Source: an optimization exercise on an open RTL-to-GDS flow (aim: small area). Production flows keep margins and buffers that such runs may drop.
Function was checked by simulation only, so behaviour that the tests miss may differ from the original.
Power and IR drop assume default switching activity.

<file path="design/flow/config.mk">
export PLATFORM = sky130hd
export DESIGN_NAME = timer_top
export DESIGN_NICKNAME = timer_top
export VERILOG_FILES = /design/flow/design.v
export SDC_FILE = /design/flow/constraint.sdc
export NUM_CORES = 4
export LEC_CHECK = 0
export CAP_MARGIN = 20
export CORE_MARGIN = 2
export CORE_UTILIZATION = 40
export PLACE_DENSITY = 0.6
export SLEW_MARGIN = 20
</file>
<file path="design/flow/constraint.sdc">
create_clock -name core_clock -period 6.5 [get_ports {sys_clk}]
set_input_delay 1.3000 -clock core_clock [delete_from_list [all_inputs] [get_ports {sys_clk}]]
set_output_delay 1.3000 -clock core_clock [all_outputs]
set_load 0.01 [all_outputs]
</file>
<file path="design/flow/design.v">
module apb_slave (
	input  wire sys_clk,
	input  wire sys_rst_n,
	input  wire tim_psel,
	input  wire tim_penable,
	input  wire tim_pwrite,
	output wire tim_pready,
	output wire wr_en,
	output wire rd_en
);
	reg  apb_access;
	wire apb_access_pre;
	assign wr_en          = tim_pready  & tim_pwrite;
	assign rd_en          = tim_pready  & ~tim_pwrite;
	assign tim_pready     = apb_access  & tim_penable;
	assign apb_access_pre = tim_penable & tim_psel;
	always @(posedge sys_clk, negedge sys_rst_n) begin
		if (!sys_rst_n) begin
			apb_access <= 1'b0;
		end else begin
			apb_access <= apb_access_pre;
		end
	end
endmodule
module counter (
	input  wire sys_clk,
	input  wire sys_rst_n,
	input  wire timer_en,
	input  wire div_en,
	input  wire [3:0]  div_val,
	input  wire [63:0] cnt_tdr,
	input  wire cnt_tdr_en,
	input  wire cnt_clr,
	input  wire timer_en_nedge,
	input  wire halt_en,
	output reg  [63:0] count,
	output reg  cnt_update
);
	reg  [63:0] cnt_pre;
	wire cnt_en;
	wire pulse;
	reg  [7:0]  sub_cnt;
	wire [7:0]  sub_cnt_pre;
	reg  [7:0]  sub_cnt_cmp;
	wire sub_cnt_clr;
	wire sub_cnt_en;
	assign cnt_en = ~halt_en && timer_en && (!div_en || (div_val==0) || pulse );
	always @(posedge sys_clk, negedge sys_rst_n) begin
		if (!sys_rst_n) begin
			cnt_update <= 1'b0;
		end else begin
			cnt_update <= cnt_en;
		end
	end
	always @(*) begin
		if( ((cnt_clr & cnt_en) | timer_en_nedge) & (~halt_en) ) begin
			cnt_pre = 64'h0;
		end else begin
			if (cnt_tdr_en) begin
				cnt_pre = cnt_tdr;
			end else begin
				if (cnt_en) begin
					cnt_pre = count + 1;
				end else begin
					cnt_pre = count;
				end
			end
		end
	end
	always @(posedge sys_clk, negedge sys_rst_n) begin
		if (!sys_rst_n) begin
			count <= 64'b0;
		end else begin
			count <= cnt_pre;
		end
	end
	always @(*) begin
		case (div_val)
			4'h0: sub_cnt_cmp = 8'd0;
			4'h2: sub_cnt_cmp = 8'd3;
			4'h3: sub_cnt_cmp = 8'd7;
			4'h4: sub_cnt_cmp = 8'd15;
			4'h5: sub_cnt_cmp = 8'd31;
			4'h6: sub_cnt_cmp = 8'd63;
			4'h7: sub_cnt_cmp = 8'd127;
			4'h8: sub_cnt_cmp = 8'd255;
			default: sub_cnt_cmp = 8'd1;
		endcase
	end
	assign pulse       = sub_cnt == sub_cnt_cmp;
	assign sub_cnt_pre = sub_cnt_clr ? 8'h0 : sub_cnt_en ? sub_cnt+1 : sub_cnt;
	assign sub_cnt_clr = ~halt_en & (~timer_en | ~div_en | pulse);
	assign sub_cnt_en  = ~halt_en & timer_en & div_en & (div_val!=0);
	always @(posedge sys_clk, negedge sys_rst_n) begin
		if (!sys_rst_n) begin
			sub_cnt <= 8'b0;
		end else begin
			sub_cnt <= sub_cnt_pre;
		end
	end
endmodule
module register (
	input  wire sys_clk,
	input  wire sys_rst_n,
	input  wire wr_en,
	input  wire rd_en,
	input  wire [11:0] tim_paddr,
	input  wire [31:0] tim_pwdata,
	input  wire [3:0]  tim_pstrb,
	output reg  [31:0] tim_prdata,
	output wire tim_pslverr,
	output wire tim_int,
	input  wire dbg_mode,
	input  wire cnt_update,
	input  wire [63:0] count,
	output wire timer_en,
	output wire div_en,
	output wire [3:0]  div_val,
	output wire [63:0] cnt_tdr,
	output wire cnt_tdr_en,
	output wire cnt_clr,
	output wire timer_en_nedge,
	output wire halt_en
);
	reg  [31:0] TCR_reg;
	reg  [31:0] TDR0_reg;
	reg  [31:0] TDR1_reg;
	reg  [31:0] TCMP0_reg;
	reg  [31:0] TCMP1_reg;
	reg  [31:0] TIER_reg;
	reg  [31:0] TISR_reg;
	reg  [31:0] THCSR_reg;
	wire [5:0]  TCR_pre;
	reg  [31:0] TDR0_pre;
	reg  [31:0] TDR1_pre;
	wire [31:0] TCMP0_pre;
	wire [31:0] TCMP1_pre;
	wire THCSR_pre;
	wire TIER_pre;
	wire TISR_pre;
	wire TCR_sel0;
	wire TCR_sel1;
	wire TDR0_sel;
	wire TDR1_sel;
	wire TCMP0_sel;
	wire TCMP1_sel;
	wire TIER_sel;
	wire TISR_clr;
	wire TISR_set;
	wire THCSR_sel;
	wire prohibit_err;
	wire div_en_err;
	wire div_val_err;
	reg  timer_en_next;
	function [31:0] strobe_merge;
		input [3:0]  pstrb;
		input [31:0] pwdata;
		input [31:0] data_reg;
		reg   [31:0] mask;
		begin
			mask = {{8{pstrb[3]}},
				{8{pstrb[2]}},
				{8{pstrb[1]}},
				{8{pstrb[0]}}};
			strobe_merge = (pwdata & mask) | (data_reg & (~mask));
		end
	endfunction
	assign timer_en    = TCR_reg[0];
	assign div_en      = TCR_reg[1];
	assign div_val     = TCR_reg[11:8];
	assign cnt_tdr     = {TDR1_pre,TDR0_pre};
	assign cnt_tdr_en  = TDR0_sel | TDR1_sel;
	assign cnt_clr     = TISR_set;
	assign halt_en     = dbg_mode & THCSR_reg[0];
	assign tim_int     = TIER_reg[0] & TISR_reg[0];
	assign div_en_err  = TCR_sel0 & TCR_reg[0] & (TCR_reg[1] !== tim_pwdata[1]);
	assign div_val_err = TCR_sel1 & TCR_reg[0] & (TCR_reg[11:8] !== tim_pwdata[11:8]);
	assign prohibit_err= TCR_sel1 & (tim_pwdata[11:8]>4'h8);
	assign tim_pslverr = div_en_err | div_val_err | prohibit_err;
	assign TCR_sel0     = wr_en & (tim_paddr === 12'h0) & tim_pstrb[0];
	assign TCR_sel1     = wr_en & (tim_paddr === 12'h0) & tim_pstrb[1];
	assign TCR_pre[1:0] = TCR_sel0 & ~tim_pslverr ? tim_pwdata[1:0]  : TCR_reg[1:0];
	assign TCR_pre[5:2] = TCR_sel1 & ~tim_pslverr ? tim_pwdata[11:8] : TCR_reg[11:8];
	assign timer_en_nedge = timer_en_next & (~timer_en);
	always @(posedge sys_clk, negedge sys_rst_n) begin
		if (!sys_rst_n) begin
			timer_en_next <= 1'b0;
		end else begin
			timer_en_next <= timer_en;
		end
	end
	assign TDR0_sel = wr_en & (tim_paddr === 12'h4);
	always @(*) begin
		if(TDR0_sel) begin
			TDR0_pre = strobe_merge(tim_pstrb,tim_pwdata,TDR0_reg);
		end else begin
			if (timer_en_nedge) begin
				TDR0_pre = 32'h0;
			end else begin
				if (cnt_update) begin
					TDR0_pre = count[31:0];
				end else begin
					TDR0_pre = TDR0_reg;
				end
			end
		end
	end
	assign TDR1_sel  = wr_en & (tim_paddr === 12'h8);
	always @(*) begin
		if(TDR1_sel) begin
			TDR1_pre = strobe_merge(tim_pstrb,tim_pwdata,TDR1_reg);
		end else begin
			if (timer_en_nedge) begin
				TDR1_pre = 32'h0;
			end else begin
				if (cnt_update) begin
					TDR1_pre = count[63:32];
				end else begin
					TDR1_pre = TDR1_reg;
				end
			end
		end
	end
	assign TCMP0_sel = wr_en & (tim_paddr === 12'hC);
	assign TCMP0_pre = TCMP0_sel ? strobe_merge(tim_pstrb,tim_pwdata,TCMP0_reg) : TCMP0_reg;
	assign TCMP1_sel = wr_en & (tim_paddr === 12'h10);
	assign TCMP1_pre = TCMP1_sel ? strobe_merge(tim_pstrb,tim_pwdata,TCMP1_reg) : TCMP1_reg;
	assign TIER_sel  = wr_en & tim_pstrb[0] & (tim_paddr === 12'h14);
	assign TIER_pre  = TIER_sel ? tim_pwdata[0] : TIER_reg[0];
	assign TISR_clr  = wr_en & tim_pstrb[0] & tim_pwdata[0] & (tim_paddr === 12'h18);
	assign TISR_set  = count === {TCMP1_reg,TCMP0_reg};
	assign TISR_pre  = TISR_clr ? 1'b0 : ( TISR_set ? 1'b1 : TISR_reg[0]);
	assign THCSR_sel    = wr_en & tim_pstrb[0] & (tim_paddr === 12'h1C);
	assign THCSR_pre    = THCSR_sel ? tim_pwdata[0] : THCSR_reg[0];
	always @(*) begin
		if (rd_en) begin
			case (tim_paddr)
				12'h00: tim_prdata = TCR_reg;
				12'h04: tim_prdata = TDR0_reg;
				12'h08: tim_prdata = TDR1_reg;
				12'h0C: tim_prdata = TCMP0_reg;
				12'h10: tim_prdata = TCMP1_reg;
				12'h14: tim_prdata = TIER_reg;
				12'h18: tim_prdata = TISR_reg;
				12'h1C: tim_prdata = THCSR_reg;
				default: tim_prdata = 32'h0;
			endcase
		end else begin
			tim_prdata = 32'h0;
		end
	end
	always @(posedge sys_clk, negedge sys_rst_n) begin
		if (!sys_rst_n) begin
			TCR_reg <= 32'h0000_0100;
		end else begin
			TCR_reg[1:0]  <= TCR_pre[1:0];
			TCR_reg[11:8] <= TCR_pre[5:2];
		end
	end
	always @(posedge sys_clk, negedge sys_rst_n) begin
		if (!sys_rst_n) begin
			TDR0_reg <= 32'h0;
		end else begin
			TDR0_reg <= TDR0_pre;
		end
	end
	always @(posedge sys_clk, negedge sys_rst_n) begin
		if (!sys_rst_n) begin
			TDR1_reg <= 32'h0;
		end else begin
			TDR1_reg <= TDR1_pre;
		end
	end
	always @(posedge sys_clk, negedge sys_rst_n) begin
		if (!sys_rst_n) begin
			TCMP0_reg <= 32'hFFFF_FFFF;
		end else begin
			TCMP0_reg <= TCMP0_pre;
		end
	end
	always @(posedge sys_clk, negedge sys_rst_n) begin
		if (!sys_rst_n) begin
			TCMP1_reg <= 32'hFFFF_FFFF;
		end else begin
			TCMP1_reg <= TCMP1_pre;
		end
	end
	always @(posedge sys_clk, negedge sys_rst_n) begin
		if (!sys_rst_n) begin
			TIER_reg <= 32'h0;
		end else begin
			TIER_reg[0] <= TIER_pre;
		end
	end
	always @(posedge sys_clk, negedge sys_rst_n) begin
		if (!sys_rst_n) begin
			TISR_reg <= 32'h0;
		end else begin
			TISR_reg[0] <= TISR_pre;
		end
	end
	always @(posedge sys_clk, negedge sys_rst_n) begin
		if (!sys_rst_n) begin
			THCSR_reg <= 32'h0;
		end else begin
			THCSR_reg[0] <= THCSR_pre;
			THCSR_reg[1] <= dbg_mode & THCSR_reg[0];
		end
	end
endmodule
module timer_top (
	input  wire sys_clk,
	input  wire sys_rst_n,
	input  wire tim_psel,
	input  wire tim_penable,
	input  wire tim_pwrite,
	input  wire [11:0] tim_paddr,
	input  wire [31:0] tim_pwdata,
	input  wire [3:0]  tim_pstrb,
	output wire [31:0] tim_prdata,
	output wire tim_pslverr,
	output wire tim_pready,
	output wire tim_int,
	input  wire dbg_mode
);
	wire wr_en;
	wire rd_en;
	wire timer_en;
	wire div_en;
	wire [3:0]  div_val;
	wire [63:0] cnt_tdr;
	wire cnt_tdr_en;
	wire cnt_clr;
	wire timer_en_nedge;
	wire [63:0] count;
	wire cnt_update;
	wire halt_en;
	apb_slave apb_slave_u(
		.sys_clk        (sys_clk        ),
		.sys_rst_n      (sys_rst_n      ),
		.tim_psel       (tim_psel       ),
		.tim_penable    (tim_penable    ),
		.tim_pwrite     (tim_pwrite     ),
		.tim_pready     (tim_pready     ),
		.wr_en          (wr_en          ),
		.rd_en          (rd_en          )
	);	
	register register_u (
		.sys_clk        (sys_clk        ),
		.sys_rst_n      (sys_rst_n      ),
		.wr_en          (wr_en          ),
		.rd_en          (rd_en          ),
		.tim_paddr      (tim_paddr      ),
		.tim_pwdata     (tim_pwdata     ),
		.tim_prdata     (tim_prdata     ),
		.tim_pstrb      (tim_pstrb      ),
		.tim_pslverr    (tim_pslverr    ),
		.tim_int        (tim_int        ),
		.dbg_mode       (dbg_mode       ),
		.timer_en       (timer_en       ),
		.div_en         (div_en         ),
		.div_val        (div_val        ),
		.cnt_tdr        (cnt_tdr        ),
		.cnt_tdr_en     (cnt_tdr_en     ),	
		.cnt_clr        (cnt_clr        ),
		.timer_en_nedge (timer_en_nedge ),
		.count          (count          ),
		.cnt_update     (cnt_update     ),
		.halt_en        (halt_en        )
	);
	counter counter_u (
		.sys_clk        (sys_clk        ),
		.sys_rst_n      (sys_rst_n      ),
		.timer_en       (timer_en       ),
		.div_en         (div_en         ),
		.div_val        (div_val        ),
		.cnt_tdr        (cnt_tdr        ),
		.cnt_tdr_en     (cnt_tdr_en     ),	
		.timer_en_nedge (timer_en_nedge ),
		.cnt_clr        (cnt_clr        ),
		.count          (count          ),
		.cnt_update     (cnt_update     ),
		.halt_en        (halt_en        )
	);
endmodule
</file>
<file path="design/flow/run.sh">
#!/bin/bash
# synth_recipe.tcl (not shown) runs the flow's synth.tcl, then flattens the netlist and writes it again
# the make line also repeats each setting of config.mk as NAME=value (left out here)
make -C /OpenROAD-flow-scripts/flow DESIGN_CONFIG=/design/flow/config.mk WORK_HOME=/design/flow/orfs CLKGATE_MAP_FILE= SYNTH_SCRIPT=/design/flow/synth_recipe.tcl finish
</file>
==> summary.md <==
| Metric | Value |
|---|---|
| CTS resizes | `0` |
| # rows | `66` |
| Clock Path Buffers | `3` |
| R2r endpoint | `counter_u.count[12]` |
| Total CTS buffers | `25` |
| GRT Total Usage | `23.4%` |
| Synth warn | `3` |
| Die X | `around 190 µm` |
| Clock share of power | `~50%` |
| Asr flop ratio synth | `100%` |
| Post-route cell area | `15400 µm²` |
| First-pass GRT wire length | `64500 µm` |
| Outcome | `finished clean` |
| Main flop type after synthesis | `dfrtp_1` |
| Clock Skew | `12.5 ps` |
| DRT antenna net count | `0` |
| Int Power | `0.00223 W` |
| Drt first pass iters | `5` |
| Crit path from | `tim_paddr[7]` |
| Die Y | `roughly 190 µm` |
| Core area | `between 30000 and 40000 µm²` |
| Diodes inserted | `0` |
| Clock Pin Slew Worst Setup and Hold Paths | `about 60 ps` |
| Syn_nets | `about 1400` |
| CTS Hold Bufs | `0` |
| Final hold vios | `0` |
| H-tree lvl count | `1` |
| CTS sink cnt | `roughly 210` |
| DP HPWL | `26800 µm` |
| R2R depth | `8` |
| Layout cells sized above 1 | `22.1%` |
| Sequential share of the synthesized area | `40.6%` |
| Routed WL | `41100 µm` |
| Max_cap viols | `0` |
| Met1 GRT Util | `around a third` |
| Setup-failing EPs final | `0` |
| Initial antenna violation count | `0` |
| Met2 Use GR | `36.8%` |
| Vias | `approximately 11000` |
| Root buf cell | `clkbuf_16` |
| Syn avg cell area | `10.2 µm²` |
| Placed cell areas | `between 10000 and 15000 µm²` |
| # DRC | `0` |
| Via-per-instance ratio | `5.86` |
| Vias in the first global route | `10500` |
| Iter 0 DRT Violations | `between 900 and 1000` |
| GRT Max-Usage Layer | `met2` |
| RePlAce Congestion | `around 0.83` |
| Worst skew pair latency | `530 ps` |
| Max_slew headroom | `27.4%` |
| Mapped Cells | `1310` |
| Synth unique cells | `just under 70` |
| RSZ-0062 raised after global routing | `false` |
| Worst Setup End Kind | `output port` |
| # nets final | `1403` |
| Final min period | `5650 ps` |
| Comb pwr share | `4.5%` |
| Worst path required time | `5200 ps` |
| Hold WC Path Type | `reg -> reg` |
| Worst Path Arrival | `4350 ps` |
| Startpoint Class | `input pin` |
| CP Max Fanout | `32` |
| Maximum VDD drop | `0.144 mV` |
| Met3 usage | `4.44%` |
| Postcts setup bufs | `0` |
| Drt wl/cell | `about 23 µm` |
| Achievable clock frequency | `roughly 180 MHz` |
| GRT Residual Overflow | `0` |
| Critical path class | `in -> out` |
| Fin crit share | `86.9%` |
| Flop-to-flop setup slack | `2470 ps` |
| Setup TNS | `0 ps` |
| P_leak | `about 6.5 nW` |
| Worst setup path endpoint | `tim_prdata[21]` |
| DIE AREA | `34800 µm²` |
| Ports | `89` |
| Area Growth Syn to Fin | `15.4%` |
| Worst-margin pin slew | `1090 ps` |
| Post-synth EDFFs | `0` |
| Synth Register Bits | `213` |
| Pin count of the biggest net entering global routing | `between 100 and 150` |
| IO buf count | `88` |
| Sequential power share | `46.3%` |
| Max Slew Vio Count | `0` |
| P_sw | `0.000644 W` |
| PD cells | `187 nW/µm²` |
| Mapped Area | `between 10000 and 15000 µm²` |
| Initial core utilization | `40.7%` |
| Final hold slack | `~520 ps` |
| TritonCTS clock tree | `yes` |
| Switch share | `22.4%` |
## synth_stat cells, drive strengths merged (3+ instances only)
cell type  instances  area share (%)
inv               12            0.34
nand3             55             2.1
nor2              79             2.2
mux4               4            0.68
xor2              80             5.3
nor3b              7            0.39
a22oi             58             3.3
and2               8            0.38
nand2             55             1.5
or3                3            0.14
nand4             14            0.82
o21ai             61             2.3
or2                4            0.19
a32oi              3            0.20
mux2i             70             5.3
nor3              33             1.9
o31ai              3            0.17
a311oi             3            0.20
nand2b             3            0.14
dfstp             65              13
and4               6            0.39
xnor2             58             3.8
a211oi            41             2.5
a31oi              5            0.35
nor4              45             3.2
a21oi            110             4.2
clkbuf            73             2.1
and3              15            0.70
buf               25             1.2
mux2             136              11
dfrtp            148              28
nor2b              4            0.19
nor4b              4            0.42
## critical path: stages
cell and delay, ps:
clkdlybuf4s50_1 400, nor4_1 410, nand3_1 410, or3b_2 950, a21oi_1 290, clkdlybuf4s50_1 570
## layer usage
| metal | part of all wire [%] | wire length [µm] |
|---|---|---|
| met3 | 6.7 | 2740 |
| met4 | 2.0 | 828 |
| met1 | 46 | 18800 |
| met5 | 0 | 0 |
| met2 | 46 | 18800 |
## placed cells by master (no fill, tap or decap), types with 4 or more instances in the layout
cell             synthesis  layout
a22oi_1                 57      57
mux4_2                   4       4
clkbuf_1                73       8
a211oi_2                 6       6
xor2_1                  80      80
a21oi_1                109     109
a31oi_1                  4       4
and3_1                  15      15
nor4_1                  24      24
dfrtp_1                148     147
xnor2_1                 58      58
nand4_1                 12      12
nand2_1                 55      54
clkbuf_16                0      25
nor3_1                  16      14
mux2_2                 109     109
o21ai_1                 16      15
o21ai_0                 45      45
clkbuf_8                 0       9
dfstp_2                 65      65
nor2_1                  79      78
and4_1                   6       6
inv_1                   10      10
and2_1                   6       6
mux2i_1                 70      70
nor2b_1                  4       4
clkdlybuf4s50_1          0      87
nor4_2                  19      18
nand3_1                 54      54
a211oi_1                35      35
nor3b_1                  7       7
buf_4                    3      18
mux2_1                  27      27
nor3_2                  17      19
## layout make-up
class	count	area [µm²]
clock buffers	42	779
clock inverters	2	35.0
fillers	3146	17300
inverters	13	48.8
multi-input cells	986	7490
flip-flops and latches	213	5410
well taps	442	553
repair buffers	108	1060
## worst min path at each step
stage                                          end                    from  slack, ps  cells past startpoint
after global routing        register_u.TIER_reg[0]  register_u.TIER_reg[0]        550                      1
final                       register_u.TIER_reg[0]  register_u.TIER_reg[0]        520                      1
after floorplan           register_u.timer_en_next   register_u.TCR_reg[0]        350                      0
after detailed placement    register_u.TIER_reg[0]  register_u.TIER_reg[0]        510                      1
after CTS                   register_u.TIER_reg[0]  register_u.TIER_reg[0]        520                      1
after global placement      register_u.TIER_reg[0]  register_u.TIER_reg[0]        510                      1
## cell families after synthesis
family / count (synthesis) / synth area share (%)
simple gates: 342 / 15.2
buf+inv: 111 / 3.63
fa+ha+maj: 2 / 0.188
mux: 210 / 17.4
flops: 213 / 40.6
xor+xnor: 138 / 9.07
compound gates: 294 / 13.8
## power by group through the flow
stage	registers (W)	logic (W)	clock network [W]
after floorplan	0.00135	0.0000432	0
after global placement	0.00136	0.000131	0
after detailed placement	0.00136	0.000131	0
after CTS	0.00133	0.000132	0.00144
after global routing	0.00133	0.000142	0.00151
final	0.00133	0.000130	0.00141
## metrics by stage
stage | instances | utilization, % | power [W] | worst slack [ps]
final | 1806 | 47.0 | 0.00288 | 853
after global routing | 1806 | 47.0 | 0.00298 | 555
after CTS | 1805 | 47.0 | 0.00290 | 841
after detailed placement | 1761 | 44.5 | 0.00149 | 860
after global placement | 1761 | 44.5 | 0.00149 | 961
after floorplan | 1310 | - | 0.00140 | 2090

what the ideal ports hide:
Ports are ideal in the flow. The routed layout listed here was re-timed in OpenROAD. Step 1: set_driving_cell puts a clkbuf_16 on sys_clk and a buf_2 on each other input, an assumption about the parent block. Step 2, shift: input delay + t, output delay - t, t = (earliest + latest rising clock arrival at the registers) / 2. This alone moves slack from input paths to output paths. Slacks: ideal / step 1 / step 2; pairs: ideal / step 1.
shift t [ns]: 0.577
setup WS [ns]: 0.853 / 0.824 / 0.824
clock arrival spread, ns: 0.012 / 0.013
worst register clock-pin slew, ns: 0.06 / 0.06
cell pins on the clock port's net: 1
After both steps setup and hold are still met in this run. For this run, drivers alone change the setup slack by -0.029 ns; drivers and shift together by -0.029 ns.
